Background: an optimization exercise with open tools, aiming at small area, a short achievable clock period and few clock cycles. Do not read the settings as production practice. Where RTL was checked, it was by simulation tests only, not by an equivalence proof against the original. Only the layout flow was run in runs 2, 3 and 8; the RTL was not checked for function there. No activity file was given, so power comes from the tool's default toggle rates.

--- design/flow/config.mk ---
export PLATFORM = sky130hd
export DESIGN_NAME = MU0
export DESIGN_NICKNAME = MU0
export VERILOG_FILES = /design/flow/design.v
export SDC_FILE = /design/flow/constraint.sdc
export NUM_CORES = 4
export LEC_CHECK = 0
export CAP_MARGIN = 20
export CORE_MARGIN = 2
export CORE_UTILIZATION = 55
export SLEW_MARGIN = 20
--- design/flow/constraint.sdc ---
create_clock -name core_clock -period 10.0 [get_ports {Clk}]
set_input_delay 2.0000 -clock core_clock [delete_from_list [all_inputs] [get_ports {Clk}]]
set_output_delay 2.0000 -clock core_clock [all_outputs]
set_load 0.01 [all_outputs]
--- design/flow/design.v ---
module add16 (output [15:0] s, input [15:0] a, input [15:0] b, input cin);
wire [15:0] p0 = a ^ b;
wire g0_0 = a[0] & b[0] | p0[0] & cin;
wire g0_1 = a[1] & b[1];
wire g0_2 = a[2] & b[2];
wire g0_3 = a[3] & b[3];
wire g0_4 = a[4] & b[4];
wire g0_5 = a[5] & b[5];
wire g0_6 = a[6] & b[6];
wire g0_7 = a[7] & b[7];
wire g0_8 = a[8] & b[8];
wire g0_9 = a[9] & b[9];
wire g0_10 = a[10] & b[10];
wire g0_11 = a[11] & b[11];
wire g0_12 = a[12] & b[12];
wire g0_13 = a[13] & b[13];
wire g0_14 = a[14] & b[14];
wire g0_15 = a[15] & b[15];
wire g_1_0 = g0_1 | p0[1] & g0_0;
wire g_3_2 = g0_3 | p0[3] & g0_2;
wire p_3_2 = p0[3] & p0[2];
wire g_5_4 = g0_5 | p0[5] & g0_4;
wire p_5_4 = p0[5] & p0[4];
wire g_7_6 = g0_7 | p0[7] & g0_6;
wire p_7_6 = p0[7] & p0[6];
wire g_9_8 = g0_9 | p0[9] & g0_8;
wire p_9_8 = p0[9] & p0[8];
wire g_11_10 = g0_11 | p0[11] & g0_10;
wire p_11_10 = p0[11] & p0[10];
wire g_13_12 = g0_13 | p0[13] & g0_12;
wire p_13_12 = p0[13] & p0[12];
wire g_15_14 = g0_15 | p0[15] & g0_14;
wire p_15_14 = p0[15] & p0[14];
wire g_3_0 = g_3_2 | p_3_2 & g_1_0;
wire g_7_4 = g_7_6 | p_7_6 & g_5_4;
wire p_7_4 = p_7_6 & p_5_4;
wire g_11_8 = g_11_10 | p_11_10 & g_9_8;
wire p_11_8 = p_11_10 & p_9_8;
wire g_15_12 = g_15_14 | p_15_14 & g_13_12;
wire p_15_12 = p_15_14 & p_13_12;
wire g_7_0 = g_7_4 | p_7_4 & g_3_0;
wire g_15_8 = g_15_12 | p_15_12 & g_11_8;
wire p_15_8 = p_15_12 & p_11_8;
wire g_15_0 = g_15_8 | p_15_8 & g_7_0;
wire g_11_0 = g_11_8 | p_11_8 & g_7_0;
wire g_5_0 = g_5_4 | p_5_4 & g_3_0;
wire g_9_0 = g_9_8 | p_9_8 & g_7_0;
wire g_13_0 = g_13_12 | p_13_12 & g_11_0;
wire g_2_0 = g0_2 | p0[2] & g_1_0;
wire g_4_0 = g0_4 | p0[4] & g_3_0;
wire g_6_0 = g0_6 | p0[6] & g_5_0;
wire g_8_0 = g0_8 | p0[8] & g_7_0;
wire g_10_0 = g0_10 | p0[10] & g_9_0;
wire g_12_0 = g0_12 | p0[12] & g_11_0;
wire g_14_0 = g0_14 | p0[14] & g_13_0;
assign s[0] = p0[0] ^ cin;
assign s[1] = p0[1] ^ g0_0;
assign s[2] = p0[2] ^ g_1_0;
assign s[3] = p0[3] ^ g_2_0;
assign s[4] = p0[4] ^ g_3_0;
assign s[5] = p0[5] ^ g_4_0;
assign s[6] = p0[6] ^ g_5_0;
assign s[7] = p0[7] ^ g_6_0;
assign s[8] = p0[8] ^ g_7_0;
assign s[9] = p0[9] ^ g_8_0;
assign s[10] = p0[10] ^ g_9_0;
assign s[11] = p0[11] ^ g_10_0;
assign s[12] = p0[12] ^ g_11_0;
assign s[13] = p0[13] ^ g_12_0;
assign s[14] = p0[14] ^ g_13_0;
assign s[15] = p0[15] ^ g_14_0;
endmodule
module MU0 ( Addr, Dout, Halted, Rd, Wr, cc, fetch, regC, Clk, Din,
     Reset, srcC );
output  Halted, Rd, Wr, fetch;
input  Clk, Reset;
output [11:0]  Addr;
output [1:0]  cc;
output [15:0]  Dout;
output [15:0]  regC;
input [15:0]  Din;
input [1:0]  srcC;
reg  [15:0] acc;
reg  [11:0] pc;      
reg  [11:0] ra;      
reg  [1:0]  op;      
reg         st;      
reg         hlt;     
reg         rq;      
wire        N = acc[15];
wire        Z = ~|acc;
wire        fc   = ~st & ~hlt;                   
wire [2:0]  f    = Din[14:12];
wire        stp  = &f;
wire        take = f[2] & ~f[0] & (~f[1] | ~Z) |    
               f[2] & ~f[1] & f[0] & ~N;            
wire        is_sta = ~op[1] & op[0];
wire [11:0] pc_n = pc + {11'd0, fc};
wire        en = st & ~is_sta;
wire        ka = ~rq & (op[1] | ~en);       
wire        kb = en;                        
wire        b1 = kb & ~op[0], b0 = kb & op[0];
wire [15:0] bop;
genvar i;
generate for (i = 0; i < 16; i = i + 1) begin : bsel
  assign bop[i] = Din[i] ? b1 : b0;
end endgenerate
wire [15:0] alu;
add16 u_add (.s(alu), .a(acc & {16{ka}}),
             .b(bop), .cin(op[0] & kb));
always @(posedge Clk or posedge Reset)
  if (Reset) begin
    pc  <= 12'd0;
    st  <= 1'b0;
    hlt <= 1'b0;
  end else begin
    st  <= fc & ~f[2];
    hlt <= hlt | fc & stp;
    pc  <= fc & (~f[2] | take) ? Din[11:0] : st ? ra : pc_n;
  end
always @(posedge Clk or posedge Reset)
  if (Reset) rq <= 1'b1;
  else       rq <= 1'b0;
always @(posedge Clk) begin
  acc <= alu;
  ra <= pc_n;
  op <= Din[13:12];
end
assign Addr   = pc;
assign Dout   = acc;
assign Rd     = ~Reset & ~hlt & ~(st & is_sta);
assign fetch  = ~Reset & fc;
assign Wr     = st & is_sta;
assign Halted = hlt;
assign cc     = {N, Z};
assign regC   = srcC[1] ? {14'd0, N, Z} :
                srcC[0] ? {4'd0, pc} : acc;
endmodule
--- design/flow/flow/run.sh ---
#!/bin/bash
# Standard ORFS layout in parts:
#  1. the standard synthesis; flow/remap.sh then re-maps its combinational
#     logic for area (flip-flops unchanged);
#  2. floorplan and placement; flow/size_io.tcl then sizes the port buffers
#     on the paths from the inputs straight to the outputs (srcC to regC,
#     Reset to Rd and fetch);
#  3. clock tree, routing and the rest.
# Each step's full output is in its own .log file here.
# Ports are buffered with buf_1; timing repair aims at a 5.3 ns setup margin.
set -euo pipefail
K=("SETUP_SLACK_MARGIN=5.6" "BUFFER_PORTS_ARGS=-buffer_cell sky130_fd_sc_hd__buf_1" "CTS_ARGS=-sink_clustering_enable -repair_clock_nets -dont_use_dummy_load -buf_list sky130_fd_sc_hd__clkbuf_8")
R=orfs/results/$FLOW_PLATFORM/MU0/base
bash standard.sh "${K[@]}" synth > standard_synth.log 2>&1
cp $R/1_2_yosys.v standard_1_2_yosys.v
bash flow/remap.sh standard_1_2_yosys.v $R/1_2_yosys.v > remap.log 2>&1
rm -f $R/1_synth.odb $R/1_synth.sdc
bash standard.sh "${K[@]}" place > standard_place.log 2>&1
openroad -no_init -exit flow/size_io.tcl > size_io.log 2>&1
bash standard.sh "${K[@]}" finish > standard_finish.log 2>&1
--- design/flow/flow/cellmodels.py ---
#!/usr/bin/env python3
"""Write Verilog models of the combinational cells of a liberty file, from
their function attributes (for re-mapping a mapped netlist with ABC).
usage: cellmodels.py LIB > models.v"""
import re, sys
s = open(sys.argv[1]).read()
out = []
for m in re.finditer(r'\n\s*cell\s*\(\s*"?(\w+)"?\s*\)\s*\{', s):
    name = m.group(1)
    # the cell body: up to the next cell
    start = m.end()
    nxt = re.search(r'\n\s*cell\s*\(', s[start:])
    body = s[start:start + nxt.start()] if nxt else s[start:]
    if re.search(r'\b(ff|latch|statetable)\s*\(', body):
        continue
    pins = re.findall(r'\n\s*pin\s*\(\s*"?(\w+)"?\s*\)\s*\{(.*?)\n\s*\}', body, re.S)
    ins, outs = [], []
    for pn, pb in pins:
        d = re.search(r'direction\s*:\s*"?(\w+)"?', pb)
        if not d:
            continue
        if d.group(1) == 'input':
            ins.append(pn)
        elif d.group(1) == 'output':
            f = re.search(r'function\s*:\s*"([^"]*)"', pb)
            if not f:
                outs = None
                break
            outs.append((pn, f.group(1)))
    if not outs or not ins:
        continue
    ports = ins + [o for o, _ in outs]
    out.append("module %s (%s);" % (name, ", ".join(ports)))
    for i in ins:
        out.append("  input %s;" % i)
    for o, f in outs:
        e = f.replace('!', '~').replace('*', '&').replace('+', '|')
        out.append("  output %s;\n  assign %s = %s;" % (o, o, e))
    out.append("endmodule")
print("\n".join(out))
--- design/flow/flow/remap.abc ---
strash
dch -f
amap
topo
--- design/flow/flow/remap.sh ---
#!/bin/bash
# Re-map the combinational logic of the standard synthesis netlist with ABC
# for area (flow/remap.abc). The flip-flops stay the cells and names the
# standard synthesis gave them: the combinational cells are read as their
# liberty functions and flattened into gates, while the flip-flops and tie
# cells stay black boxes, and ABC maps only the gates. The cells on the
# short paths from the inputs straight to the outputs (srcC to regC, Reset
# to Rd and fetch) are kept as the standard synthesis mapped them.
# usage: flow/remap.sh NETLIST_IN NETLIST_OUT
set -euo pipefail
LIB=$FLOW_HOME/platforms/$FLOW_PLATFORM/lib/sky130_fd_sc_hd__tt_025C_1v80.lib
python3 flow/cellmodels.py $LIB > remap_models.v
cat > remap.ys <<EOY
read_verilog remap_models.v
read_liberty -lib -ignore_redef $LIB
read_verilog $1
hierarchy -top $FLOW_TOP
cd $FLOW_TOP
select -set fwd w:srcC w:Reset %u w:Din %u %co3
select -set bwd w:regC w:Halted %u w:Rd %u w:fetch %u %ci3
select -set keep @fwd @bwd %i t:sky130_fd_sc_hd__df* %d
setattr -set keep_hierarchy 1 @keep
cd
flatten
opt -purge
techmap
opt -fast -purge
abc -liberty $LIB -script flow/remap.abc -dont_use *probe* -dont_use *lpflow*
opt_clean -purge
blackbox sky130_fd_sc_hd__*
stat -liberty $LIB
write_verilog -noattr -nohex -nodec $2
EOY
yosys -l remap_yosys.log remap.ys > /dev/null
--- design/flow/flow/size_io.tcl ---
set ::sizes {regC* sky130_fd_sc_hd__buf_2 Halted sky130_fd_sc_hd__buf_2 Rd sky130_fd_sc_hd__buf_2 fetch sky130_fd_sc_hd__buf_2 srcC* sky130_fd_sc_hd__buf_4}
# Resize the port buffers of the input-to-output paths in the placed design,
# then legalise the placement again.
set p $::env(FLOW_HOME)/platforms/$::env(FLOW_PLATFORM)
set r orfs/results/$::env(FLOW_PLATFORM)/MU0/base
read_lef $p/lef/sky130_fd_sc_hd.tlef
read_lef $p/lef/sky130_fd_sc_hd_merged.lef
read_liberty $p/lib/sky130_fd_sc_hd__tt_025C_1v80.lib
read_db $r/3_place.odb
read_sdc $r/3_place.sdc
source $p/setRC.tcl
estimate_parasitics -placement
report_checks -path_delay max -group_path_count 5 -format end
# the buffer on a port: the cell its net drives (input) or is driven by (output)
proc size_port {pattern cell} {
  set block [ord::get_db_block]
  foreach bt [$block getBTerms] {
    set name [$bt getName]
    if {![string match $pattern $name]} continue
    set want [expr {[$bt getIoType] eq "OUTPUT" ? "OUTPUT" : "INPUT"}]
    foreach it [[$bt getNet] getITerms] {
      if {[$it getIoType] ne $want} continue
      set inst [[$it getInst] getName]
      puts "$name: $inst [[[$it getInst] getMaster] getName] -> $cell"
      replace_cell [get_cells $inst] $cell
    }
  }
}
foreach {port cell} $::sizes { size_port $port $cell }
estimate_parasitics -placement
report_checks -path_delay max -group_path_count 5 -format end
report_checks -path_delay max
detailed_placement
check_placement -verbose
write_db $r/3_place.odb
--- design/flow/standard.sh ---
#!/bin/bash
# synth_recipe.tcl (not shown) runs the flow's synth.tcl, then flattens the netlist and writes it again
# the make line also repeats each setting of config.mk as NAME=value (left out here)
make -C /OpenROAD-flow-scripts/flow DESIGN_CONFIG=/design/flow/config.mk WORK_HOME=/design/flow/orfs CLKGATE_MAP_FILE= SYNTH_SCRIPT=/design/flow/synth_recipe.tcl "${@:-finish}"
==> results of run 1 <==
==> state kept, by name, summed over array words and instances, names as in the netlist <==
register	count
st	1
ra	12
hlt	1
op	2
acc	16
rq	1
pc	12
==> layout make-up <==
class,count,area [sq um],area share [%]
inverter,31,133,4.28
tap,50,62.6,2.02
clock buffer,5,68.8,2.22
timing repair inverter,1,8.76,0.283
timing repair buffer,77,459,14.8
sequential,45,978,31.6
multi-input combinational,238,1390,44.7
==> repair_timing <==
action | CTS | global route
endpoints found under the setup margin | 26 | 23
buffers inserted | 3 | 3
gates resized for setup | 27 | 26
pin swaps | 16 | 9
gates cloned | 2 | 1
==> worst max-delay path: stages <==
cell and delay, ps:
buf_16 130, clkinv_4 110, o22ai_2 130, nor2_1 60
buf_2 130
==> report_power, final <==
part,total [W],switching (W),internal [W]
clock,0.000104,0.0000584,0.0000451
combinational,0.000199,0.000111,0.0000881
sequential,0.000290,0.0000505,0.000240
==> layer usage <==
metal | GRT usage [%] | vias to the layer above
met4 | 8.28 | 0
li1 | - | 1268
met3 | 5.99 | 12
met2 | 48.1 | 113
met1 | 39.6 | 1202
met5 | 0 | -
==> metrics by stage <==
step | cells | instance area, sq um
floorplan | 315 | 2330
CTS | 443 | 2940
global route | 447 | 3100
finish | 447 | 3100
global placement | 433 | 2650
detailed placement | 433 | 2650
==> cells in the final DEF, fill, tap and decap left out, types with 6 or more instances in the layout <==
master and instances:
a21oi_1 35, a222oi_1 9, and2_0 6, buf_1 47, buf_2 16, clkinv_1 28, dfrtp_1 13, dfxtp_1 30
nand2_1 25, nor2_1 71, nor2b_1 14, o21a_1 6, o21ai_0 19, o22ai_2 11
==> final timing paths <==
path	end	cells past startpoint
setup / recovery	regC[8]	5
hold / removal	pc[5]$_DFF_PP0_	2
min in group asynchronous	pc[10]$_DFF_PP0_	2
max in group asynchronous	st$_DFF_PP0_	2
hold reg to reg	pc[5]$_DFF_PP0_	2
setup reg to reg	acc[15]$_DFF_P_	20
==> impl_metrics.ini, run 1 <==
[run]
drv_cap = 0

[global_routing]
grt_max_degree = 23
grt_pass1_wl_mm = 11.4
overflow = 0
grtUsageTotal_pct = 29.5
grt_pass1_vias = 2417
antenna_found_initial = 0

[worst_hold_path]
min_from = ra[5]$_DFF_P_
hold_class = register to register

[yosys]
syn-num-nets = 335
syn-cell-area_sq_mm = 0.00233
synth_area_per_cell_sq_um = 7.39
ys_warn_count = 1
netlist_instances = 315

[die]
rows = 23
die_height_microns = 69.1
core_area_sq_mm = 0.00403
initial_core_util_pct = 57.8
die_w_microns = 69.1
io_pins = 70
die_area_sq_mm = 0.00477

[route]
met2_length_mm = 3.44
routed.top_layer = met4
drt_pre_antenna_iters = 5
met1Wirelength_mm = 3.02
drc_errors = 0
met3_wirelength_microns = 473
drtIter0Drc = 266
drt_wl_total_mm = 7.03
vias_per_cell = 5.81
wl_per_cell_microns = 15.7
ant_nets = 0
vias = 2595

[clock_tree]
cts-root-buf = clkbuf_8
ctsHoldBuffers = 0
clock_latency_ps = 300
clockBufferDepth = 2
numCtsBuffers = 5
clk_pin_slew_ps = 80
h-tree-depth = 2
tritoncts = yes
clock-sinks = 45

[pwr]
power.density_mw_per_mm2 = 191
power.leakage_nw = 1.25
p_total_w = 0.000593
irDropWorstVdd_uv = 131

[finish]
area_growth_pct = 32.9
drive_above_1_share_pct = 16.9
nets = 419
fillerInstances = 299
antenna_cells = 0
utilization_pct = 76.8

[setup_path]
startpoint = srcC[0]
reg2reg_setup_slack_ps = 5870
path_class = primary input to output pin
reg2reg_from = st$_DFF_PP0_
cp_max_fo = 8
start_kind = primary input
crit_required_ps = 8000
cp.arrival_ps = 2570
end_kind = output pin

[sta]
post-route-period-util_pct = 45.7
slew_headroom_pct = 37.7
rsz0062_at_grt = yes
tightest_slew_ps = 932
hold_viol_final = 0
clock_skew_ps = 6.17
setup_viol_count_final = 0
period_needed_ps = 4570
holdWs_ps = 453
max_freq_mhz = 219
drv_slew = 0
fin_ws_ps = 5430
setup-tns-final_ps = 0

[place]
pre_cts_ws_ps = 4590
portBuffers = 69
dp.final_hpwl_mm = 4.56
globalplace.congestion = 0.849

[run_status]
outcome = finished clean
Testbench counts, summed over its fixed seeds: cycles 63,739.
==> inputs of run 2 (changes only) <==
--- a/design/flow/design.v
+++ b/design/flow/design.v
@@ -87,5 +87,4 @@
 reg         st;      
 reg         hlt;     
-reg         rq;      
 wire        N = acc[15];
 wire        Z = ~|acc;
@@ -98,5 +97,5 @@
 wire [11:0] pc_n = pc + {11'd0, fc};
 wire        en = st & ~is_sta;
-wire        ka = ~rq & (op[1] | ~en);       
+wire        ka = ~Reset & (op[1] | ~en);    
 wire        kb = en;                        
 wire        b1 = kb & ~op[0], b0 = kb & op[0];
@@ -119,7 +118,4 @@
     pc  <= fc & (~f[2] | take) ? Din[11:0] : st ? ra : pc_n;
   end
-always @(posedge Clk or posedge Reset)
-  if (Reset) rq <= 1'b1;
-  else       rq <= 1'b0;
 always @(posedge Clk) begin
   acc <= alu;
--- a/design/flow/flow/run.sh
+++ b/design/flow/flow/run.sh
@@ -10,5 +10,5 @@
 # Ports are buffered with buf_1; timing repair aims at a 5.3 ns setup margin.
 set -euo pipefail
-K=("SETUP_SLACK_MARGIN=5.6" "BUFFER_PORTS_ARGS=-buffer_cell sky130_fd_sc_hd__buf_1" "CTS_ARGS=-sink_clustering_enable -repair_clock_nets -dont_use_dummy_load -buf_list sky130_fd_sc_hd__clkbuf_8")
+K=("SETUP_SLACK_MARGIN=5.4" "BUFFER_PORTS_ARGS=-buffer_cell sky130_fd_sc_hd__buf_1" "CTS_ARGS=-sink_clustering_enable -repair_clock_nets -dont_use_dummy_load -buf_list sky130_fd_sc_hd__clkbuf_8")
 R=orfs/results/$FLOW_PLATFORM/MU0/base
 bash standard.sh "${K[@]}" synth > standard_synth.log 2>&1
==> run 2 against run 1 <==
Compared with the run above:
- area after synthesis decreased by 1.7%
- critical path depth increased by 13
- cell area decreased by 3.8%
- sequential power decreased by 3%
- still clean on timing, DRC and antenna
- sequential cell count decreased by 1
- setup slack got worse by 1.2 ps
- non-clock buffer count increased by 2
- die area decreased by 1.6%
- first-iteration DRC count decreased by 15%
- wire length decreased by 6.6%
==> impl_metrics.ini, run 2 <==
[global_routing]
grt_pass1_vias = 2137
grt_pass1_wl_mm = 9.90
grt_max_degree = 23
antenna_found_initial = 0
grtUsageTotal_pct = 29.2
overflow = 0

[finish]
nets = 414
area_growth_pct = 30.0
final_cell_mix = 61 x nor2_1, 47 x buf_1, 30 x a21oi_1, 30 x dfxtp_1, 26 x nand2_1
layout_commonest_cell = nor2_1
largest_reg_flops = 16
largest_register = acc
antenna_cells = 0
fin_area_sq_mm = 0.00298
reg_top3 = acc x16, pc x12, ra x12
drive_above_1_share_pct = 15.8

[setup_path]
reg2reg_from = st$_DFF_PP0_
crit_required_ps = 10230
cp_top_family = compound AO/OA/AOI/OAI gates
path_cells = buf_1, clkinv_1, nor2_2, o22ai_4, o21ai_2, a21oi_2, nor2_4, a31oi_4, inv_2, a21oi_2, nor2_2, nand2_2, o41ai_4, nor2_2, o31ai_4, buf_4, nor2_1, a21oi_1
cpMostUsedCell = nor2_2
end_kind = register
cp.buffers_inverters = 4
cp_slowest_stage_delay_ps = 470
path_class = primary input to register
cp_max_fo = 4
crit_slowest_cell = o41ai_4
reg2reg_setup_slack_ps = 5750
start_kind = primary input
worstReg2RegEnd = acc[14]$_DFF_P_
worstRegToRegCells = 20
cp.arrival_ps = 4800

[sta]
max_freq_mhz = 219
slew_headroom_pct = 46.5
clock_skew_ps = 14.2
setup_viol_count_final = 0
period_needed_ps = 4580
rsz0062_at_grt = yes
hold_viol_final = 0
setup-tns-final_ps = 0
drv_slew = 0
holdWs_ps = 444
tightest_slew_ps = 799
post-route-period-util_pct = 45.8

[route]
drt_wl_total_mm = 6.57
drtIter0Drc = 225
drc_errors = 0
drt_pre_antenna_iters = 8
vias = 2549
ant_nets = 0
vias_per_cell = 5.77
wl_per_cell_microns = 14.9

[yosys]
ys_warn_count = 1
syn-cell-area_sq_mm = 0.00229
syn-num-nets = 329
synth_area_per_cell_sq_um = 7.41
netlist_instances = 309

[clock_tree]
numCtsBuffers = 5
clk_pin_slew_ps = 80
tritoncts = yes
ctsHoldBuffers = 0
h-tree-depth = 2
clockBufferDepth = 2
cts-root-buf = clkbuf_8
clock_latency_ps = 300
clock-sinks = 44

[die]
die_area_sq_mm = 0.00469
die_w_microns = 68.5
rows = 23
initial_core_util_pct = 57.2
core_area_sq_mm = 0.00400
io_pins = 70
die_height_microns = 68.5

[pwr]
power.leakage_nw = 1.22
irDropWorstVdd_uv = 111
power.density_mw_per_mm2 = 193

[worst_hold_path]
min_from = ra[5]$_DFF_P_
hold_class = register to register
min_path_cells = 2
hold_path_end = pc[5]$_DFF_PP0_

[run]
drv_cap = 0

[run_status]
outcome = finished clean

[place]
dp.final_hpwl_mm = 4.57
place_area_sq_mm = 0.00263
globalplace.congestion = 0.813
portBuffers = 69
[run 2: area by class of cell]
cell class / instances / area, sq um
fillers: 331 / 1020
flip-flops and latches: 44 / 952
well taps: 50 / 62.6
inverters: 28 / 119
multi-input cells: 236 / 1380
clock buffers: 5 / 68.8
repair buffers: 79 / 397
[run 2: stage by stage]
step	total power [W]	worst slack [ps]	cells	utilization [%]
floorplan	0.000391	5420	309	-
global placement	0.000451	4480	427	65.8
detailed placement	0.000457	4440	427	65.8
CTS	0.000565	5380	435	70.1
global route	0.000614	5310	442	74.4
finish	0.000574	5420	442	74.4
[run 2: worst max-delay path by stage]
stage / from / end / slack [ps] / cells after the start
6_report: Din[0] / acc[14]$_DFF_P_ / 5420 / 18
5_1_grt: Din[0] / acc[15]$_DFF_P_ / 5310 / 18
4_1_cts: Reset / acc[15]$_DFF_P_ / 5380 / 18
3_5_place_dp: srcC[0] / regC[2] / 4440 / 5
3_3_place_gp: srcC[0] / regC[10] / 4480 / 5
2_1_floorplan: Reset / acc[15]$_DFF_P_ / 5420 / 17
[run 2: routing by layer]
metal  GRT usage [%]  routed length (microns)  vias to the layer above  share of wire [%]
li1                -                        -                     1258                  -
met1            37.9                     2820                     1168                 43
met2            46.5                     3230                      116                 49
met3            6.66                      466                        7                7.1
met4            12.8                       63                        0               0.96
met5               0                        0                        -                  0
[run 2: repair_timing]
item | CTS | global route
setup buffers | 3 | 7
pin swaps | 5 | 14
setup endpoints to repair | 22 | 21
resized for setup | 11 | 29
hold endpoints to repair | 0 | 0
[run 2: report_power, final]
group	internal (W)	leakage, nW	switching (W)
logic	0.0000800	0.764	0.000110
clock network	0.0000451	0.0359	0.0000577
registers	0.000235	0.420	0.0000453
[run 2: worst min-delay path: cells and delay by family (launching register included)]
kind | cells | cell delay (ps)
AND/OR/NAND/NOR | 1 | 40
AO/OA/AOI/OAI | 1 | 50
flip-flops | 1 | 310
==> inputs of run 3 (changes only) <==
--- a/design/flow/flow/run.sh
+++ b/design/flow/flow/run.sh
@@ -10,5 +10,5 @@
 # Ports are buffered with buf_1; timing repair aims at a 5.3 ns setup margin.
 set -euo pipefail
-K=("SETUP_SLACK_MARGIN=5.4" "BUFFER_PORTS_ARGS=-buffer_cell sky130_fd_sc_hd__buf_1" "CTS_ARGS=-sink_clustering_enable -repair_clock_nets -dont_use_dummy_load -buf_list sky130_fd_sc_hd__clkbuf_8")
+K=("SETUP_SLACK_MARGIN=5.3" "BUFFER_PORTS_ARGS=-buffer_cell sky130_fd_sc_hd__buf_1" "CTS_ARGS=-sink_clustering_enable -repair_clock_nets -dont_use_dummy_load -buf_list sky130_fd_sc_hd__clkbuf_8")
 R=orfs/results/$FLOW_PLATFORM/MU0/base
 bash standard.sh "${K[@]}" synth > standard_synth.log 2>&1
==> run 3 against run 2 <==
Compared with the run above:
- synthesized cell count unchanged
- area after synthesis unchanged
- cell count grew 0.45%
- utilization shrank 1.3 points
- sequential share of layout area rose by 0.59 points
- clock skew is 1.1 ps lower
- power shrank 1.4%
- clock power about the same
- critical path type is now primary input to output pin
==> impl_metrics.ini, run 3 <==
[setup_path]
crit_required_ps = 8000
path_class = primary input to output pin
path_cells = buf_6, mux2i_1, o21ai_0, buf_2
reg2reg_from = st$_DFF_PP0_
cp_max_fo = 14
reg2reg_setup_slack_ps = 5820
crit_slowest_cell = mux2i_1
cp_top_family = buffers and inverters
cp.buffers_inverters = 2
worstRegToRegCells = 19
cp.depth = 4
cp_slowest_stage_delay_ps = 200
end_kind = output pin
start_kind = primary input
worstReg2RegEnd = acc[14]$_DFF_P_
cp.arrival_ps = 2660

[die]
io_pins = 70
core_area_sq_mm = 0.00400
rows = 23
die_area_sq_mm = 0.00469
die_w_microns = 68.5
die_height_microns = 68.5
initial_core_util_pct = 57.2

[route]
drt_wl_total_mm = 6.62
vias_per_cell = 5.74
vias = 2548
ant_nets = 0
drtIter0Drc = 195
drc_errors = 0
drt_pre_antenna_iters = 5
wl_per_cell_microns = 14.9

[global_routing]
grt_pass1_vias = 2150
antenna_found_initial = 0
grt_pass1_wl_mm = 9.93
grtUsageTotal_pct = 29.1
overflow = 0
grt_max_degree = 23

[run_status]
outcome = finished clean

[worst_hold_path]
hold_class = register to register
hold_path_end = pc[3]$_DFF_PP0_
min_path_cells = 2
min_from = ra[3]$_DFF_P_

[pwr]
irDropWorstVdd_uv = 116
pwr-share-seq_pct = 49.1
p_sw_w = 0.000208
internal_power_w = 0.000358
power_switching_share_pct = 36.8
comb_power_share_pct = 32.7
power.leakage_nw = 1.21
power.density_mw_per_mm2 = 194
clkPwrFrac_pct = 18.2

[sta]
clock_skew_ps = 13.1
setup-tns-final_ps = 0
post-route-period-util_pct = 46.6
period_needed_ps = 4660
max_freq_mhz = 215
holdWs_ps = 460
rsz0062_at_grt = no
drv_slew = 0
slew_headroom_pct = 40.7
hold_viol_final = 0
setup_viol_count_final = 0
fin_ws_ps = 5340
tightest_slew_ps = 886

[finish]
nets = 416
multiInputGateArea_sq_mm = 0.00134
largest_reg_flops = 16
utilization_pct = 73.1
final_cell_mix = 63 x nor2_1, 48 x buf_1, 32 x a21oi_1
fillerInstances = 334
seq_area_sq_um = 952
largest_register = acc
layout_commonest_cell = nor2_1
reg_top3 = acc x16, pc x12, ra x12
area_growth_pct = 27.7
drive_above_1_share_pct = 14.0
antenna_cells = 0

[clock_tree]
clk_pin_slew_ps = 80
numCtsBuffers = 5
h-tree-depth = 2
tritoncts = yes
cts-root-buf = clkbuf_8
clock-sinks = 44
clockBufferDepth = 2
clock_latency_ps = 300

[yosys]
synth_area_per_cell_sq_um = 7.41
ys_warn_count = 1
netlist_instances = 309
syn-cell-area_sq_mm = 0.00229
syn-num-nets = 329

[place]
pre_cts_ws_ps = 4400
dp.final_hpwl_mm = 4.49
portBuffers = 69
globalplace.congestion = 0.795

[run]
drv_cap = 0
[run 3: power by group through the flow]
stage	Sequential [W]	Combinational, W	Clock [W]
2_1_floorplan	0.000288	0.000103	0
3_3_place_gp	0.000281	0.000169	0
3_5_place_dp	0.000281	0.000173	0
4_1_cts	0.000278	0.000180	0.000103
5_1_grt	0.000284	0.000207	0.000112
6_report	0.000278	0.000185	0.000103
[run 3: worst max path at each step]
stage                     slack [ps]    start              end
after floorplan                 5310    Reset  acc[15]$_DFF_P_
after global placement          4450  srcC[0]         regC[10]
after detailed placement        4400    Reset  acc[15]$_DFF_P_
after CTS                       5300    Reset  acc[15]$_DFF_P_
after global routing            5190    Reset  acc[11]$_DFF_P_
final                           5340  srcC[0]          regC[0]
[run 3: final cells by class]
| class | instances | area share (%) |
|---|---|---|
| timing repair buffer | 81 | 13.1 |
| tap | 50 | 2.14 |
| multi-input combinational | 236 | 45.8 |
| inverter | 28 | 3.98 |
| sequential | 44 | 32.6 |
| clock buffer | 5 | 2.35 |
[run 3: what timing repair did]
item	CTS	global route
gates resized for setup	11	14
hold buffers	0	0
setup buffers	2	10
endpoints found under the setup margin	19	7
pin swaps	1	5
[run 3: per-stage QoR]
| stage | instances | area (sq um) | total power (W) |
|---|---|---|---|
| 2_1_floorplan | 309 | 2300 | 0.000391 |
| 3_3_place_gp | 427 | 2620 | 0.000450 |
| 3_5_place_dp | 427 | 2620 | 0.000454 |
| 4_1_cts | 434 | 2780 | 0.000560 |
| 5_1_grt | 444 | 2920 | 0.000604 |
| 6_report | 444 | 2920 | 0.000566 |
[run 3: worst register-to-register path: cells and delay by family, from the launching register on]
kind                   cells  cell delay, ps
AO/OA/AOI/OAI              7            1350
buffers and inverters      5             780
flip-flops                 1             630
AND/OR/NAND/NOR            7            1320
[run 3: layer usage]
layer | track usage [%] | up-vias | wire length [microns]
met2 | 46.6 | 100 | 3090
met3 | 7.79 | 10 | 484
li1 | - | 1266 | -
met5 | 0 | - | 0
met1 | 38.2 | 1172 | 2950
met4 | 9.25 | 0 | 97
==> inputs of run 4 (changes only) <==
--- a/design/flow/design.v
+++ b/design/flow/design.v
@@ -87,4 +87,5 @@
 reg         st;      
 reg         hlt;     
+reg         rq;      
 wire        N = acc[15];
 wire        Z = ~|acc;
@@ -97,5 +98,5 @@
 wire [11:0] pc_n = pc + {11'd0, fc};
 wire        en = st & ~is_sta;
-wire        ka = ~Reset & (op[1] | ~en);    
+wire        ka = ~rq & (op[1] | ~en);       
 wire        kb = en;                        
 wire        b1 = kb & ~op[0], b0 = kb & op[0];
@@ -118,4 +119,7 @@
     pc  <= fc & (~f[2] | take) ? Din[11:0] : st ? ra : pc_n;
   end
+always @(posedge Clk or posedge Reset)
+  if (Reset) rq <= 1'b1;
+  else       rq <= 1'b0;
 always @(posedge Clk) begin
   acc <= alu;
--- a/design/flow/config.mk
+++ b/design/flow/config.mk
@@ -8,4 +8,4 @@
 export CAP_MARGIN = 20
 export CORE_MARGIN = 2
-export CORE_UTILIZATION = 55
+export CORE_UTILIZATION = 65
 export SLEW_MARGIN = 20
==> run 4 against run 3 <==
Compared with the run above:
- clock-buffer cell count did not move
- register-to-register slack is essentially flat
- sequential power grew 2%
- via count is 2.0% lower
- still clean on timing, DRC and antenna
- die area shrank 13%
- fmax fell by 0.58%
- critical endpoint unchanged
- sequential share of layout area grew 2.4 points
- area after synthesis rose by 1.7%
- first-iteration DRC count is 47% higher
- critical path type unchanged
- cell count fell by 1.8%
- setup slack got worse by 27 ps
- clock skew decreased by 2.5 ps
==> impl_metrics.ini, run 4 <==
[run_status]
outcome = finished clean

[die]
io_pins = 70
initial_core_util_pct = 68.7
die_w_microns = 63.9
die_height_microns = 63.9
die_area_sq_mm = 0.00408
rows = 21
core_area_sq_mm = 0.00339

[finish]
final_cell_mix = 72 x nor2_1, 48 x buf_1, 36 x a21oi_1
nets = 412
area_growth_pct = 20.5
reg_top3 = acc x16, pc x12, ra x12
antenna_cells = 0
largest_reg_flops = 16
largest_register = acc
utilization_pct = 82.8
drive_above_1_share_pct = 10.0
layout_commonest_cell = nor2_1

[clock_tree]
cts-root-buf = clkbuf_8
ctsHoldBuffers = 0
clockBufferDepth = 2
clock_latency_ps = 300
numCtsBuffers = 5
clock-sinks = 45
h-tree-depth = 2
clk_pin_slew_ps = 70
tritoncts = yes

[setup_path]
start_kind = primary input
reg2reg_from = st$_DFF_PP0_
crit_required_ps = 8000
crit_slowest_cell = o21ai_0
worstRegToRegCells = 19
worstReg2RegEnd = acc[15]$_DFF_P_
path_class = primary input to output pin
reg2reg_setup_slack_ps = 5830
cp_slowest_stage_delay_ps = 230
end_kind = output pin
cp_max_fo = 14
path_cells = buf_6, mux2i_1, o21ai_0, buf_2
cp.arrival_ps = 2680

[place]
portBuffers = 69
globalplace.congestion = 0.848
dp.final_hpwl_mm = 4.44

[sta]
tightest_slew_ps = 814
slew_headroom_pct = 45.5
post-route-period-util_pct = 46.8
setup-tns-final_ps = 0
period_needed_ps = 4680
setup_viol_count_final = 0
clock_skew_ps = 10.6
hold_viol_final = 0
rsz0062_at_grt = no
drv_slew = 0
max_freq_mhz = 213

[yosys]
synth_area_per_cell_sq_um = 7.39
ys_warn_count = 1
netlist_instances = 315
syn-cell-area_sq_mm = 0.00233
syn-num-nets = 335

[worst_hold_path]
min_from = ra[5]$_DFF_P_
hold_path_end = pc[5]$_DFF_PP0_
hold_class = register to register
min_path_cells = 2

[route]
drt_wl_total_mm = 6.37
wl_per_cell_microns = 14.6
drtIter0Drc = 287
ant_nets = 0
drc_errors = 0
vias_per_cell = 5.73
drt_pre_antenna_iters = 6
vias = 2497

[global_routing]
grt_pass1_wl_mm = 10.3
grt_pass1_vias = 2249
grtUsageTotal_pct = 32.5
overflow = 0
grt_max_degree = 23
antenna_found_initial = 0

[pwr]
irDropWorstVdd_uv = 147
power.leakage_nw = 1.13
power.density_mw_per_mm2 = 202
p_total_w = 0.000567

[run]
drv_cap = 0
run 4: how the worst max path moves through the flow:
stage | startpoint | end | slack (ps) | depth (start not counted)
after detailed placement | srcC[0] | regC[2] | 4540 | 5
final | srcC[0] | regC[0] | 5320 | 4
after global routing | srcC[1] | regC[15] | 5300 | 4
after CTS | Din[0] | acc[15]$_DFF_P_ | 5300 | 15
after floorplan | st$_DFF_PP0_ | acc[15]$_DFF_P_ | 5520 | 18
after global placement | srcC[0] | regC[3] | 4650 | 5
run 4: report_power, final:
part | switching, W | internal [W]
clock network | 0.0000560 | 0.0000451
logic | 0.000107 | 0.0000745
registers | 0.0000445 | 0.000240
total | 0.000208 | 0.000359
run 4: layout make-up:
type / instances / area, sq um
fill: 238 / 584
multi-input combinational: 238 / 1270
tap: 46 / 57.6
timing repair buffer: 71 / 309
clock buffer: 5 / 68.8
inverter: 31 / 123
sequential: 45 / 981
run 4: routing by layer:
layer  vias up  GRT usage [%]  part of all wire, %
met3        13           4.58                  8.4
met5         -              0                    0
met4         0           11.4                  1.5
li1       1255              -                    -
met1      1101           40.3                   43
met2       128           57.3                   47
run 4: per-stage QoR:
stage | hold WS, ps | setup WS, ps | area, sq um | std cells
2_1_floorplan | 414 | 5520 | 2330 | 315
3_3_place_gp | 432 | 4650 | 2650 | 430
3_5_place_dp | 434 | 4540 | 2650 | 430
4_1_cts | 459 | 5300 | 2790 | 436
5_1_grt | 471 | 5300 | 2810 | 436
6_report | 454 | 5320 | 2810 | 436
run 4: worst max-delay path, delay by kind of cell:
kind                   cells  cell delay [ps]
AO/OA/AOI/OAI              1              230
buffers and inverters      2              320
multiplexers               1              130
run 4: timing repair:
| action | in CTS | in global routing |
|---|---|---|
| setup endpoints to repair | 17 | 4 |
| gates resized for setup | 9 | 6 |
| pin swaps | 0 | 1 |
| buffers inserted | 1 | 0 |
Testbench counts of run 4, summed over its fixed seeds: cycles 63,739.
==> inputs of run 5 (changes only) <==
--- a/design/flow/config.mk
+++ b/design/flow/config.mk
@@ -8,4 +8,4 @@
 export CAP_MARGIN = 20
 export CORE_MARGIN = 2
-export CORE_UTILIZATION = 65
+export CORE_UTILIZATION = 45
 export SLEW_MARGIN = 20
==> run 5 against run 4 <==
Compared with the run above:
- still clean
- clock-buffer cell count stayed put
- synthesized cell count is the same
- cell count increased by 5.3%
- hold slack lost 8.9 ps
- sequential cell count is the same
- clock skew down 6.8 ps
- power is 0.52% lower
- clock power hardly changed
- critical path type unchanged
- largest cell class unchanged
- largest power group unchanged
==> impl_metrics.ini, run 5 <==
[pwr]
clkPwrFrac_pct = 18.2
pwr-share-seq_pct = 49.9
power_switching_share_pct = 36.4
comb_power_share_pct = 31.8
power.leakage_nw = 1.13
power.density_mw_per_mm2 = 200
irDropWorstVdd_uv = 102
p_sw_w = 0.000205
internal_power_w = 0.000359

[setup_path]
startpoint = srcC[0]
reg2reg_setup_slack_ps = 5660
end_kind = output pin
reg2reg_from = st$_DFF_PP0_
cp_top_family = buffers and inverters
worstRegToRegCells = 18
cp_slowest_stage_delay_ps = 210
start_kind = primary input
crit_slowest_cell = mux2i_1
worstReg2RegEnd = acc[15]$_DFF_P_
cp.buffers_inverters = 2
path_class = primary input to output pin
path_cells = buf_6, mux2i_1, o21ai_0, buf_2
crit_required_ps = 8000
cp.arrival_ps = 2630
cp_max_fo = 14

[sta]
clock_skew_ps = 3.79
hold_viol_final = 0
fin_ws_ps = 5370
slew_headroom_pct = 42.2
holdWs_ps = 445
period_needed_ps = 4630
post-route-period-util_pct = 46.3
max_freq_mhz = 216
setup_viol_count_final = 0
setup-tns-final_ps = 0
drv_slew = 0
rsz0062_at_grt = yes
tightest_slew_ps = 865

[finish]
area_growth_pct = 21.4
drive_above_1_share_pct = 9.00
reg_top3 = acc x16, pc x12, ra x12
utilization_pct = 56.1
largest_register = acc
layout_commonest_cell = nor2_1
nets = 411
largest_reg_flops = 16
final_cell_mix = 72 x nor2_1, 48 x buf_1, 37 x a21oi_1
antenna_cells = 0

[yosys]
syn-num-nets = 335
syn-cell-area_sq_mm = 0.00233
netlist_instances = 315
synth_area_per_cell_sq_um = 7.39
ys_warn_count = 1

[route]
drt_pre_antenna_iters = 6
vias = 2478
drtIter0Drc = 155
vias_per_cell = 5.40
drt_wl_total_mm = 6.75
wl_per_cell_microns = 14.7
drc_errors = 0
ant_nets = 0

[run_status]
outcome = finished clean

[clock_tree]
ctsHoldBuffers = 0
postCtsSetupBuffers = 0
clk_pin_slew_ps = 80
clock_latency_ps = 290
cts_resized = 7
clockBufferDepth = 2
tritoncts = yes
clock-sinks = 45
cts-root-buf = clkbuf_8
numCtsBuffers = 5
h-tree-depth = 2

[die]
core_area_sq_mm = 0.00504
io_pins = 70
die_height_microns = 75.9
rows = 26
die_w_microns = 75.9
die_area_sq_mm = 0.00577
initial_core_util_pct = 46.2

[global_routing]
grtUsageTotal_pct = 23.6
grt_pass1_wl_mm = 10.8
grt_use_met1_pct = 33.8
antenna_found_initial = 0
busiest_layer = met2
grt_pass1_vias = 2194
grtUsageMet3_pct = 3.33
grt_max_degree = 23
overflow = 0
met2_usage_pct = 37.4

[worst_hold_path]
min_from = ra[5]$_DFF_P_
min_path_cells = 2
hold_path_end = pc[5]$_DFF_PP0_
hold_class = register to register

[place]
globalplace.congestion = 0.856
dp.final_hpwl_mm = 4.95
pre_cts_ws_ps = 4330
portBuffers = 69

[run]
drv_cap = 0
## run 5: worst max-delay path by stage
| stage | endpoint | slack, ps | cells past startpoint |
|---|---|---|---|
| 2_1_floorplan | acc[15]$_DFF_P_ | 5520 | 18 |
| 3_3_place_gp | regC[7] | 4340 | 5 |
| 3_5_place_dp | regC[7] | 4330 | 5 |
| 4_1_cts | regC[9] | 5330 | 5 |
| 5_1_grt | acc[15]$_DFF_P_ | 5220 | 15 |
| 6_report | regC[0] | 5370 | 4 |
## run 5: routing by layer
metal	vias up	part of all wire, %
li1	1249	-
met1	1144	47
met2	79	46
met3	6	5.5
met4	0	1.1
met5	-	0
## run 5: worst register-to-register path, stage by stage (launching register included)
cell and delay (ps):
dfrtp_4 580, clkinv_1 170, nor2_1 310, clkinv_2 300
o21bai_4 310, nor2b_1 120, o22ai_2 190, o21ai_1 140
a21oi_1 210, nor2_1 120, a2111oi_2 340, a21oi_1 130
a31oi_1 280, nor2_1 110, a41o_1 300, o31a_1 280
o22ai_1 190, nor2_1 70, a21oi_1 100
## run 5: stage by stage
stage          power [W]  area [sq um]  cells
2_1_floorplan   0.000395          2330    315
3_3_place_gp    0.000461          2680    454
3_5_place_dp    0.000461          2680    454
4_1_cts         0.000566          2800    459
5_1_grt         0.000608          2830    459
6_report        0.000564          2830    459
## run 5: power groups by stage
stage / clock network (W) / registers, W / logic [W]
2_1_floorplan: 0 / 0.000292 / 0.000102
3_3_place_gp: 0 / 0.000286 / 0.000176
3_5_place_dp: 0 / 0.000286 / 0.000176
4_1_cts: 0.000104 / 0.000282 / 0.000180
5_1_grt: 0.000113 / 0.000291 / 0.000204
6_report: 0.000103 / 0.000282 / 0.000180
## run 5: cell type report
class	instances	area [sq um]
multi-input combinational	238	1260
timing repair buffer	70	302
clock buffer	5	68.8
fill	504	2220
sequential	45	981
tap	70	87.6
inverter	31	125
==> inputs of run 6 (changes only) <==
--- a/design/flow/config.mk
+++ b/design/flow/config.mk
@@ -8,4 +8,5 @@
 export CAP_MARGIN = 20
 export CORE_MARGIN = 2
-export CORE_UTILIZATION = 45
+export CORE_UTILIZATION = 55
+export GPL_TIMING_DRIVEN = 0
 export SLEW_MARGIN = 20
==> run 6 against run 5 <==
Compared with the run above:
- via count grew 0.48%
- synthesized cell count is the same
- global-route usage grew 3.5 points
- clock-buffer cell count is the same
- critical path type unchanged
==> impl_metrics.ini, run 6 <==
[pwr]
irDropWorstVdd_uv = 129
power.leakage_nw = 1.14
power.density_mw_per_mm2 = 199

[route]
ant_nets = 0
vias = 2490
wl_per_cell_microns = 14.2
drtIter0Drc = 170
vias_per_cell = 5.63
drc_errors = 0
drt_wl_total_mm = 6.29
drt_pre_antenna_iters = 5

[die]
die_area_sq_mm = 0.00477
io_pins = 70
die_height_microns = 69.1
core_area_sq_mm = 0.00403
initial_core_util_pct = 57.8
rows = 23
die_w_microns = 69.1

[global_routing]
grtUsageTotal_pct = 27.1
overflow = 0
antenna_found_initial = 0
grt_max_degree = 23
grt_pass1_vias = 2203
grt_pass1_wl_mm = 10.5

[sta]
setup_viol_count_final = 0
slew_headroom_pct = 45.0
clock_skew_ps = 9.53
hold_viol_final = 0
rsz0062_at_grt = yes
period_needed_ps = 4650
setup-tns-final_ps = 0
tightest_slew_ps = 822
max_freq_mhz = 215
drv_slew = 0
post-route-period-util_pct = 46.5
holdWs_ps = 450

[yosys]
syn-num-nets = 335
syn-cell-area_sq_mm = 0.00233
synth_area_per_cell_sq_um = 7.39
netlist_instances = 315
ys_warn_count = 1

[clock_tree]
clk_pin_slew_ps = 80
h-tree-depth = 2
tritoncts = yes
cts-root-buf = clkbuf_8
clock-sinks = 45
clock_latency_ps = 290
clockBufferDepth = 2
numCtsBuffers = 5

[finish]
fin_cells = 442
layout_commonest_cell = nor2_1
reg_top3 = acc x16, pc x12, ra x12
drive_above_1_share_pct = 10.5
largest_reg_flops = 16
largest_register = acc
utilization_pct = 70.3
final_cell_mix = 73 x nor2_1, 48 x buf_1, 36 x a21oi_1
antenna_cells = 0
nets = 414
area_growth_pct = 21.6

[place]
dp.final_hpwl_mm = 4.51
globalplace.congestion = 0.809
placed_cells = 434
portBuffers = 69

[setup_path]
crit_required_ps = 8000
end_kind = output pin
cp.arrival_ps = 2650
path_class = primary input to output pin
start_kind = primary input
cp_max_fo = 14

[run_status]
outcome = finished clean

[run]
drv_cap = 0

[worst_hold_path]
hold_class = register to register
run 6: cell types whose count changed in the layout (fill, tap and decap cells not counted), sizes merged:
cell | before | now
inv | 2 | 1
buf | 70 | 73
clkinv | 29 | 30
run 6: repair_timing:
action / 4_1_cts / 5_1_grt
cloned: 0 / 0
gates resized for setup: 9 / 8
endpoints found under the hold margin: 0 / 0
buffers inserted: 3 / 0
setup endpoints to repair: 19 / 10
hold buffers: 0 / 0
pin swaps: 1 / 0
run 6: per-stage QoR:
stage | cell area, sq um | worst slack [ps] | total power [W]
finish | 2830 | 5350 | 0.000565
floorplan | 2330 | 5520 | 0.000395
global placement | 2650 | 3800 | 0.000453
CTS | 2800 | 5300 | 0.000565
detailed placement | 2650 | 4270 | 0.000459
global route | 2830 | 5290 | 0.000607
run 6: worst paths after layout:
kind                               start               to  slack [ps]  cells past startpoint
setup / recovery                 srcC[0]          regC[2]        5350                      5
hold / removal             ra[5]$_DFF_P_  pc[5]$_DFF_PP0_         450                      2
setup reg to reg            st$_DFF_PP0_  acc[15]$_DFF_P_        5620                     20
hold reg to reg            ra[5]$_DFF_P_  pc[5]$_DFF_PP0_         450                      2
max in group asynchronous          Reset     st$_DFF_PP0_        7720                      2
min in group asynchronous          Reset  pc[1]$_DFF_PP0_        1800                      2
run 6: area by class of cell:
| cell class | count | area, sq um |
|---|---|---|
| Multi-Input combinational cell | 238 | 1270 |
| Fill cell | 377 | 1200 |
| Sequential cell | 45 | 981 |
| Timing Repair Buffer | 72 | 317 |
| Inverter | 31 | 123 |
| Clock buffer | 5 | 68.8 |
| Tap cell | 50 | 62.6 |
| Buffer | 1 | 5.00 |
run 6: routing by layer:
layer  wire length [microns]  GRT usage (%)  vias up
met3                     492           5.12        9
met5                       0              0        -
met2                    2870           43.3      103
met4                      99           8.71        0
li1                        -              -     1262
met1                    2830           37.2     1116
run 6: worst max-delay path, stage by stage:
cell and delay, ps:
buf_6 160, clkinv_4 130, o22ai_1 150, nor2_1 60, buf_2 150
run 6: power breakdown:
part / internal, W / switching (W)
logic: 0.0000754 / 0.000104
clock network: 0.0000452 / 0.0000577
registers: 0.000240 / 0.0000434
total: 0.000360 / 0.000205
==> inputs of run 7 (changes only) <==
--- a/design/flow/config.mk
+++ b/design/flow/config.mk
@@ -6,7 +6,6 @@
 export NUM_CORES = 4
 export LEC_CHECK = 0
-export CAP_MARGIN = 20
+export CAP_MARGIN = 0
 export CORE_MARGIN = 2
 export CORE_UTILIZATION = 55
-export GPL_TIMING_DRIVEN = 0
-export SLEW_MARGIN = 20
+export SLEW_MARGIN = 0
==> run 7 against run 6 <==
Compared with the run above:
- combinational power about the same
- via count decreased by 2.0%
- power decreased by 0.21%
- cell area decreased by 1.0%
- sequential power about the same
- clock skew decreased by 1.1 ps
- fmax about the same
- critical endpoint unchanged
- highest routed layer unchanged
==> impl_metrics.ini, run 7 <==
[route]
drt_pre_antenna_iters = 5
ant_nets = 0
vias_per_cell = 5.56
drt_wl_total_mm = 6.22
wl_per_cell_microns = 14.2
drtIter0Drc = 207
drc_errors = 0
vias = 2439

[sta]
post-route-period-util_pct = 46.6
slew_headroom_pct = 45.6
drv_slew = 0
hold_viol_final = 0
rsz0062_at_grt = no
period_needed_ps = 4660
fin_ws_ps = 5340
clock_skew_ps = 8.40
setup_viol_count_final = 0
setup-tns-final_ps = 0
tightest_slew_ps = 813
max_freq_mhz = 215

[global_routing]
grt_pass1_vias = 2203
grt_max_degree = 23
grt_pass1_wl_mm = 10.5
grtUsageTotal_pct = 27.0
antenna_found_initial = 0
overflow = 0

[place]
globalplace.congestion = 0.814
dp.final_hpwl_mm = 4.51
portBuffers = 69
pre_cts_ws_ps = 4570

[setup_path]
cp.arrival_ps = 2660
startpoint = srcC[0]
reg2reg_setup_slack_ps = 5800
worstReg2RegEnd = acc[15]$_DFF_P_
start_kind = primary input
worstRegToRegCells = 19
cp_max_fo = 14
crit_required_ps = 8000
end_kind = output pin
reg2reg_from = st$_DFF_PP0_
critPathCapture = regC[2]
path_class = primary input to output pin

[clock_tree]
ctsHoldBuffers = 0
clock-sinks = 45
clk_pin_slew_ps = 80
h-tree-depth = 2
tritoncts = yes
cts-root-buf = clkbuf_8
clockBufferDepth = 2
numCtsBuffers = 5
clock_latency_ps = 300

[finish]
layout_commonest_cell = nor2_1
area_growth_pct = 20.4
drive_above_1_share_pct = 9.77
antenna_cells = 0
nets = 411
reg_top3 = acc x16, pc x12, ra x12
largest_register = acc
seq_area_sq_um = 981
utilization_pct = 69.6
fillerInstances = 367
largest_reg_flops = 16
multiInputGateArea_sq_mm = 0.00126
final_cell_mix = 71 x nor2_1, 48 x buf_1, 36 x a21oi_1

[run_status]
outcome = finished clean

[pwr]
internal_power_w = 0.000359
p_sw_w = 0.000205
pwr-share-seq_pct = 50.3
power.density_mw_per_mm2 = 201
power_switching_share_pct = 36.3
irDropWorstVdd_uv = 123
clkPwrFrac_pct = 18.0
comb_power_share_pct = 31.7
power.leakage_nw = 1.13

[yosys]
syn-cell-area_sq_mm = 0.00233
netlist_instances = 315
syn-num-nets = 335
synth_area_per_cell_sq_um = 7.39
ys_warn_count = 1

[die]
die_height_microns = 69.1
core_area_sq_mm = 0.00403
initial_core_util_pct = 57.8
die_w_microns = 69.1
io_pins = 70
die_area_sq_mm = 0.00477
rows = 23

[run]
drv_cap = 0

[worst_hold_path]
hold_class = register to register
run 7: what timing repair did:
action / in CTS / in global routing
resized for setup: 8 / 8
setup buffers: 0 / 0
gates cloned: 0 / 0
setup endpoints to repair: 16 / 7
run 7: how the worst min path moves through the flow:
stage	to	cells past startpoint	startpoint
2_1_floorplan	pc[3]$_DFF_PP0_	2	ra[3]$_DFF_P_
3_3_place_gp	pc[5]$_DFF_PP0_	2	ra[5]$_DFF_P_
3_5_place_dp	pc[4]$_DFF_PP0_	2	ra[4]$_DFF_P_
4_1_cts	pc[4]$_DFF_PP0_	2	ra[4]$_DFF_P_
5_1_grt	pc[4]$_DFF_PP0_	2	ra[4]$_DFF_P_
6_report	pc[4]$_DFF_PP0_	2	ra[4]$_DFF_P_
run 7: power groups by stage:
| stage | Sequential (W) | Combinational (W) | Clock [W] |
|---|---|---|---|
| detailed placement | 0.000287 | 0.000173 | 0 |
| global route | 0.000291 | 0.000200 | 0.000111 |
| CTS | 0.000283 | 0.000178 | 0.000103 |
| finish | 0.000283 | 0.000179 | 0.000102 |
| global placement | 0.000286 | 0.000169 | 0 |
| floorplan | 0.000292 | 0.000102 | 0 |
run 7: layout make-up:
type                    instances  area share, %
clock buffers                   5           2.46
flip-flops and latches         45           35.0
repair buffers                 70           10.8
inverters                      31           4.42
well taps                      50           2.23
multi-input cells             238           45.1
run 7: routing by layer:
metal	share of wire (%)	vias to the layer above	wire length, microns	GRT usage, %
met5	0	-	0	0
met4	1.3	0	79	6.10
met3	7.5	10	464	5.41
met2	46	102	2830	43.5
met1	46	1076	2840	37.5
li1	-	1251	-	-
run 7: per-stage QoR:
step | hold WS, ps | instance area (sq um) | cells | total power, W
final | 454 | 2800 | 439 | 0.000564
after detailed placement | 434 | 2650 | 434 | 0.000461
after global placement | 423 | 2650 | 434 | 0.000455
after global routing | 488 | 2800 | 439 | 0.000603
after floorplan | 414 | 2330 | 315 | 0.000395
after CTS | 454 | 2770 | 439 | 0.000565
run 7: worst max-delay path: stages:
cell and delay [ps]:
buf_6 150, clkinv_4 120, o22ai_1 190, nor2_1 50, buf_2 130
==> inputs of run 8 (changes only) <==
--- a/design/flow/design.v
+++ b/design/flow/design.v
@@ -132,7 +132,7 @@
 assign fetch  = ~Reset & fc;
 assign Wr     = st & is_sta;
-assign Halted = hlt;
+assign Halted = hlt | ~Reset & fc & stp;
 assign cc     = {N, Z};
 assign regC   = srcC[1] ? {14'd0, N, Z} :
-                srcC[0] ? {4'd0, pc} : acc;
+                srcC[0] ? {4'd0, pc_n} : acc;
 endmodule
--- a/design/flow/config.mk
+++ b/design/flow/config.mk
@@ -6,6 +6,6 @@
 export NUM_CORES = 4
 export LEC_CHECK = 0
-export CAP_MARGIN = 0
+export CAP_MARGIN = 20
 export CORE_MARGIN = 2
 export CORE_UTILIZATION = 55
-export SLEW_MARGIN = 0
+export SLEW_MARGIN = 20
==> run 8 against run 7 <==
Compared with the run above:
- critical endpoint is now regC[15]
- largest power group unchanged
- utilization is 3.9 points higher
- critical path type unchanged
- area after synthesis is 1.1% higher
- fmax hardly changed
- still clean
==> impl_metrics.ini, run 8 <==
[clock_tree]
numCtsBuffers = 5
clk_pin_slew_ps = 90
h-tree-depth = 2
clock-sinks = 45
tritoncts = yes
cts-root-buf = clkbuf_8
clockBufferDepth = 2
clock_latency_ps = 300

[route]
drt_pre_antenna_iters = 8
vias_per_cell = 5.63
wl_per_cell_microns = 14.4
drt_wl_total_mm = 6.57
vias = 2580
drc_errors = 0
ant_nets = 0
drtIter0Drc = 238

[finish]
layout_commonest_cell = nor2_1
fin_area_sq_mm = 0.00298
final_cell_mix = 74 x nor2_1, 46 x buf_1, 30 x dfxtp_1
utilization_pct = 73.5
reg_top3 = acc x16, pc x12, ra x12
antenna_cells = 0
largest_reg_flops = 16
nets = 430
fillerInstances = 344
largest_register = acc
area_growth_pct = 26.6
drive_above_1_share_pct = 15.4

[yosys]
syn-cell-area_sq_mm = 0.00235
synth_area_per_cell_sq_um = 7.36
syn-num-nets = 340
ys_warn_count = 1
netlist_instances = 320

[setup_path]
crit_required_ps = 8000
end_kind = output pin
path_class = primary input to output pin
crit_slowest_cell = nor2_2
cp_top_family = simple AND/OR/NAND/NOR gates
cp.buffers_inverters = 2
start_kind = primary input
cp_max_fo = 15
reg2reg_setup_slack_ps = 5680
cp_slowest_stage_delay_ps = 190
path_cells = buf_4, nor2_2, and2_1, buf_2
cp.arrival_ps = 2650

[sta]
period_needed_ps = 4650
tightest_slew_ps = 745
setup_viol_count_final = 0
setup-tns-final_ps = 0
slew_headroom_pct = 50.1
post-route-period-util_pct = 46.5
hold_viol_final = 0
drv_slew = 0
rsz0062_at_grt = yes
clock_skew_ps = 12.9
max_freq_mhz = 215

[die]
die_area_sq_mm = 0.00482
rows = 23
io_pins = 70
die_height_microns = 69.4
core_area_sq_mm = 0.00406
initial_core_util_pct = 58.0
die_w_microns = 69.4

[place]
globalplace.congestion = 0.946
portBuffers = 69
place_area_sq_mm = 0.00268
dp.final_hpwl_mm = 4.69

[pwr]
power.density_mw_per_mm2 = 202
p_total_w = 0.000602
power.leakage_nw = 1.22
irDropWorstVdd_uv = 84.5

[global_routing]
antenna_found_initial = 0
overflow = 0
grt_pass1_wl_mm = 10.4
grtUsageTotal_pct = 26.9
grt_pass1_vias = 2186
grt_max_degree = 17

[worst_hold_path]
hold_class = register to register

[run]
drv_cap = 0

[run_status]
outcome = finished clean
## run 8: tightest hold or removal path, delay by kind of cell, from the launching register on
family / cells / cell delay [ps]
DFF: 1 / 320
AOI/OAI and AO/OA: 1 / 60
buffers and inverters: 1 / 50
## run 8: final timing paths
path | start | end | cells after the start
worst min register to register | ra[2]$_DFF_P_ | pc[2]$_DFF_PP0_ | 2
min in group asynchronous | Reset | pc[6]$_DFF_PP0_ | 2
worst min-delay path | ra[2]$_DFF_P_ | pc[2]$_DFF_PP0_ | 2
max in group asynchronous | Reset | rq$_DFF_PP1_ | 2
worst max register to register | st$_DFF_PP0_ | acc[15]$_DFF_P_ | 21
worst max-delay path | srcC[1] | regC[15] | 4
## run 8: layer usage
| layer | up-vias | track usage [%] | share of wire [%] |
|---|---|---|---|
| li1 | 1290 | - | - |
| met5 | - | 0 | 0 |
| met1 | 1174 | 38.6 | 44 |
| met2 | 106 | 41.7 | 48 |
| met3 | 10 | 4.80 | 7.3 |
| met4 | 0 | 7.19 | 1.3 |
## run 8: layout make-up
cell class	instances	area (sq um)	share of cell area [%]
flip-flops and latches	45	982	32.9
multi-input cells	251	1360	45.7
clock buffers	5	68.8	2.31
repair buffers	84	409	13.7
inverters	23	95.1	3.19
well taps	50	62.6	2.10
## run 8: metrics by stage
step	hold slack, ps	worst slack (ps)	std cells
global route	478	5210	458
global placement	426	4670	439
CTS	454	5270	447
detailed placement	432	4640	439
floorplan	414	5520	320
finish	454	5350	458
## run 8: timing repair
action                     4_1_cts  5_1_grt
setup buffers                    3       11
setup endpoints to repair       17       15
pin swaps                        0        5
hold buffers                     0        0
resized for setup               16       16
## run 8: report_power, final
group | switching [W] | internal (W)
clock | 0.0000579 | 0.0000452
combinational | 0.000128 | 0.0000866
sequential | 0.0000423 | 0.000242
==> inputs of run 9 (changes only) <==
--- a/design/flow/design.v
+++ b/design/flow/design.v
@@ -132,7 +132,7 @@
 assign fetch  = ~Reset & fc;
 assign Wr     = st & is_sta;
-assign Halted = hlt | ~Reset & fc & stp;
+assign Halted = hlt;
 assign cc     = {N, Z};
 assign regC   = srcC[1] ? {14'd0, N, Z} :
-                srcC[0] ? {4'd0, pc_n} : acc;
+                srcC[0] ? {4'd0, pc} : acc;
 endmodule
--- a/design/flow/flow/run.sh
+++ b/design/flow/flow/run.sh
@@ -10,5 +10,5 @@
 # Ports are buffered with buf_1; timing repair aims at a 5.3 ns setup margin.
 set -euo pipefail
-K=("SETUP_SLACK_MARGIN=5.3" "BUFFER_PORTS_ARGS=-buffer_cell sky130_fd_sc_hd__buf_1" "CTS_ARGS=-sink_clustering_enable -repair_clock_nets -dont_use_dummy_load -buf_list sky130_fd_sc_hd__clkbuf_8")
+K=("SETUP_SLACK_MARGIN=5.4" "BUFFER_PORTS_ARGS=-buffer_cell sky130_fd_sc_hd__buf_1" "CTS_ARGS=-sink_clustering_enable -repair_clock_nets -dont_use_dummy_load -buf_list sky130_fd_sc_hd__clkbuf_8")
 R=orfs/results/$FLOW_PLATFORM/MU0/base
 bash standard.sh "${K[@]}" synth > standard_synth.log 2>&1
==> run 9 against run 8 <==
Compared with the run above:
- clock power hardly changed
- combinational power is 16% lower
- critical path depth stayed put
- sequential share of layout area is 1.7 points higher
- synthesized cell count is 1.6% lower
- via count is 4.7% lower
- hold slack better by 5.3 ps
- sequential power hardly changed
- utilization is 3.2 points lower
- largest cell class unchanged
- highest routed layer unchanged
==> impl_metrics.ini, run 9 <==
[die]
io_pins = 70
die_height_microns = 69.1
die_w_microns = 69.1
initial_core_util_pct = 57.8
rows = 23
die_area_sq_mm = 0.00477
core_area_sq_mm = 0.00403

[finish]
final_cell_mix = 71 x nor2_1, 48 x buf_1, 36 x a21oi_1
area_growth_pct = 21.7
antenna_cells = 0
drive_above_1_share_pct = 10.5
reg_top3 = acc x16, pc x12, ra x12
nets = 411
largest_reg_flops = 16
layout_commonest_cell = nor2_1
largest_register = acc

[sta]
clock_skew_ps = 6.45
post-route-period-util_pct = 46.3
slew_headroom_pct = 44.3
period_needed_ps = 4630
drv_slew = 0
tightest_slew_ps = 832
rsz0062_at_grt = yes
max_freq_mhz = 216
setup-tns-final_ps = 0
holdWs_ps = 460
setup_viol_count_final = 0
hold_viol_final = 0

[setup_path]
cp_max_fo = 14
cp.arrival_ps = 2630
crit_required_ps = 8000
path_cells = buf_12, mux2i_1, o21ai_0, buf_2
end_kind = output pin
cp.buffers_inverters = 2
cp_top_family = buffers and inverters
cp_slowest_stage_delay_ps = 210
path_class = primary input to output pin
start_kind = primary input
crit_slowest_cell = o21ai_0

[yosys]
syn-cell-area_sq_mm = 0.00233
netlist_instances = 315
ys_warn_count = 1
syn-num-nets = 335
synth_area_per_cell_sq_um = 7.39

[pwr]
power.leakage_nw = 1.14
power.density_mw_per_mm2 = 200
irDropWorstVdd_uv = 124

[clock_tree]
ctsHoldBuffers = 0
tritoncts = yes
clk_pin_slew_ps = 80
numCtsBuffers = 5
cts-root-buf = clkbuf_8
h-tree-depth = 2
postCtsSetupBuffers = 0
clock_latency_ps = 290
clockBufferDepth = 2
clock-sinks = 45

[route]
drc_errors = 0
ant_nets = 0
drt_wl_total_mm = 6.29
wl_per_cell_microns = 14.3
vias_per_cell = 5.60
drt_pre_antenna_iters = 8
vias = 2459
drtIter0Drc = 181

[global_routing]
overflow = 0
grtUsageTotal_pct = 27.2
antenna_found_initial = 0
grt_pass1_wl_mm = 10.5
grt_max_degree = 23
grt_pass1_vias = 2203

[place]
globalplace.congestion = 0.814
portBuffers = 69
dp.final_hpwl_mm = 4.51

[worst_hold_path]
hold_class = register to register

[run]
drv_cap = 0

[run_status]
outcome = finished clean
==> run 9: worst register-to-register path, cell delays in order (launching register included) <==
cell and delay [ps]:
dfrtp_4 580, clkinv_1 190, nor2_2 310, inv_4 150, o21bai_1 220, buf_4 280, nor2b_1 110, nor2_1 200
o21ai_2 130, a21oi_2 160, nor2_1 100, a2111oi_2 310, a21oi_1 120, a31oi_2 270, nor2_1 110, a41o_1 290
o31a_1 290, o22ai_2 160, nor2_1 70, a21oi_1 100
==> run 9: path summary, 6_finish.rpt <==
check	startpoint	endpoint	slack (ps)	cells past startpoint
max	srcC[0]	regC[0]	5370	4
min	ra[5]$_DFF_P_	pc[5]$_DFF_PP0_	460	2
max reg2reg	st$_DFF_PP0_	acc[15]$_DFF_P_	5800	19
min reg2reg	ra[5]$_DFF_P_	pc[5]$_DFF_PP0_	460	2
max in group asynchronous	Reset	st$_DFF_PP0_	7760	2
min in group asynchronous	Reset	pc[4]$_DFF_PP0_	1780	2
==> run 9: metrics by stage <==
step	total power, W	instances	worst slack, ps	util (%)	cell area, sq um
floorplan	0.000395	315	5520	-	2330
detailed placement	0.000461	434	4570	65.9	2650
global route	0.000606	439	5350	70.3	2830
CTS	0.000566	439	5380	69.3	2790
global placement	0.000455	434	4600	65.9	2650
finish	0.000566	439	5370	70.3	2830
==> run 9: where the power goes <==
part           internal (W)  total, W  switching [W]
clock             0.0000451  0.000101      0.0000562
combinational     0.0000756  0.000181       0.000105
sequential         0.000240  0.000284      0.0000444
total              0.000360  0.000566       0.000206
==> run 9: routing by layer <==
metal,vias to the layer above,GRT usage [%],wire [microns]
met5,-,0,0
met2,100,44.0,2900
li1,1253,-,-
met3,8,5.41,439
met1,1098,37.6,2890
met4,0,6.10,59
==> run 9: area by class of cell <==
| cell class | instances | area [sq um] |
|---|---|---|
| multi-input combinational | 238 | 1290 |
| fill | 360 | 1200 |
| sequential | 45 | 981 |
| timing repair buffer | 70 | 310 |
| inverter | 31 | 124 |
| clock buffer | 5 | 68.8 |
| tap | 50 | 62.6 |
==> run 9: repair_timing <==
action / in CTS / in global routing
resized for setup: 13 / 9
pin swaps: 0 / 1
endpoints found under the setup margin: 24 / 17
Testbench counts of run 9, summed over its fixed seeds: cycles 63,739.

## static timing again, ports no longer ideal
The flow's constraints put no driver on any port. The routed layouts listed below were extracted and timed again, unchanged, in two steps. Step 1, drivers: a clkbuf_16 drives Clk and a buf_2 each remaining input, both assumed. Step 2 times the ports against the registers' clock, not the clock port: input delays grow and output delays shrink by t, the midpoint of the rising clock arrivals with the driver on. a / b / c = ideal ports / drivers / drivers and shift; a / b = the first two.
| run | shift t [ns] | slack for setup (ns) | worst hold slack (ns) | worst setup path after step 2 | worst data-port slew with drivers (ns) |
|---|---|---|---|---|---|
| run 1 | 0.327 | 5.426 / 5.266 / 5.266 | 0.453 / 0.453 / 0.453 | input to output | 0.16 |
| run 2 | 0.325 | 5.424 / 5.328 / 5.107 | 0.444 / 0.444 / 0.444 | input to register | 0.09 |
| run 3 | 0.322 | 5.343 / 5.303 / 5.112 | 0.460 / 0.460 / 0.460 | input to register | 0.04 |
| run 4 | 0.321 | 5.315 / 5.283 / 5.276 | 0.454 / 0.454 / 0.454 | input to register | 0.04 |
| run 5 | 0.316 | 5.370 / 5.329 / 5.089 | 0.445 / 0.445 / 0.445 | input to register | 0.04 |
| run 6 | 0.318 | 5.347 / 5.309 / 5.247 | 0.450 / 0.450 / 0.450 | input to register | 0.04 |
| run 7 | 0.317 | 5.343 / 5.303 / 5.266 | 0.454 / 0.454 / 0.454 | input to register | 0.04 |
| run 8 | 0.319 | 5.347 / 5.311 / 5.308 | 0.454 / 0.454 / 0.454 | input to register | 0.05 |
| run 9 | 0.316 | 5.366 / 5.306 / 5.285 | 0.460 / 0.460 / 0.460 | input to register | 0.06 |
After both steps setup and hold are still met in every run listed. For run 2, which loses most, drivers alone change the setup slack by -0.096 ns; drivers and shift together by -0.317 ns.
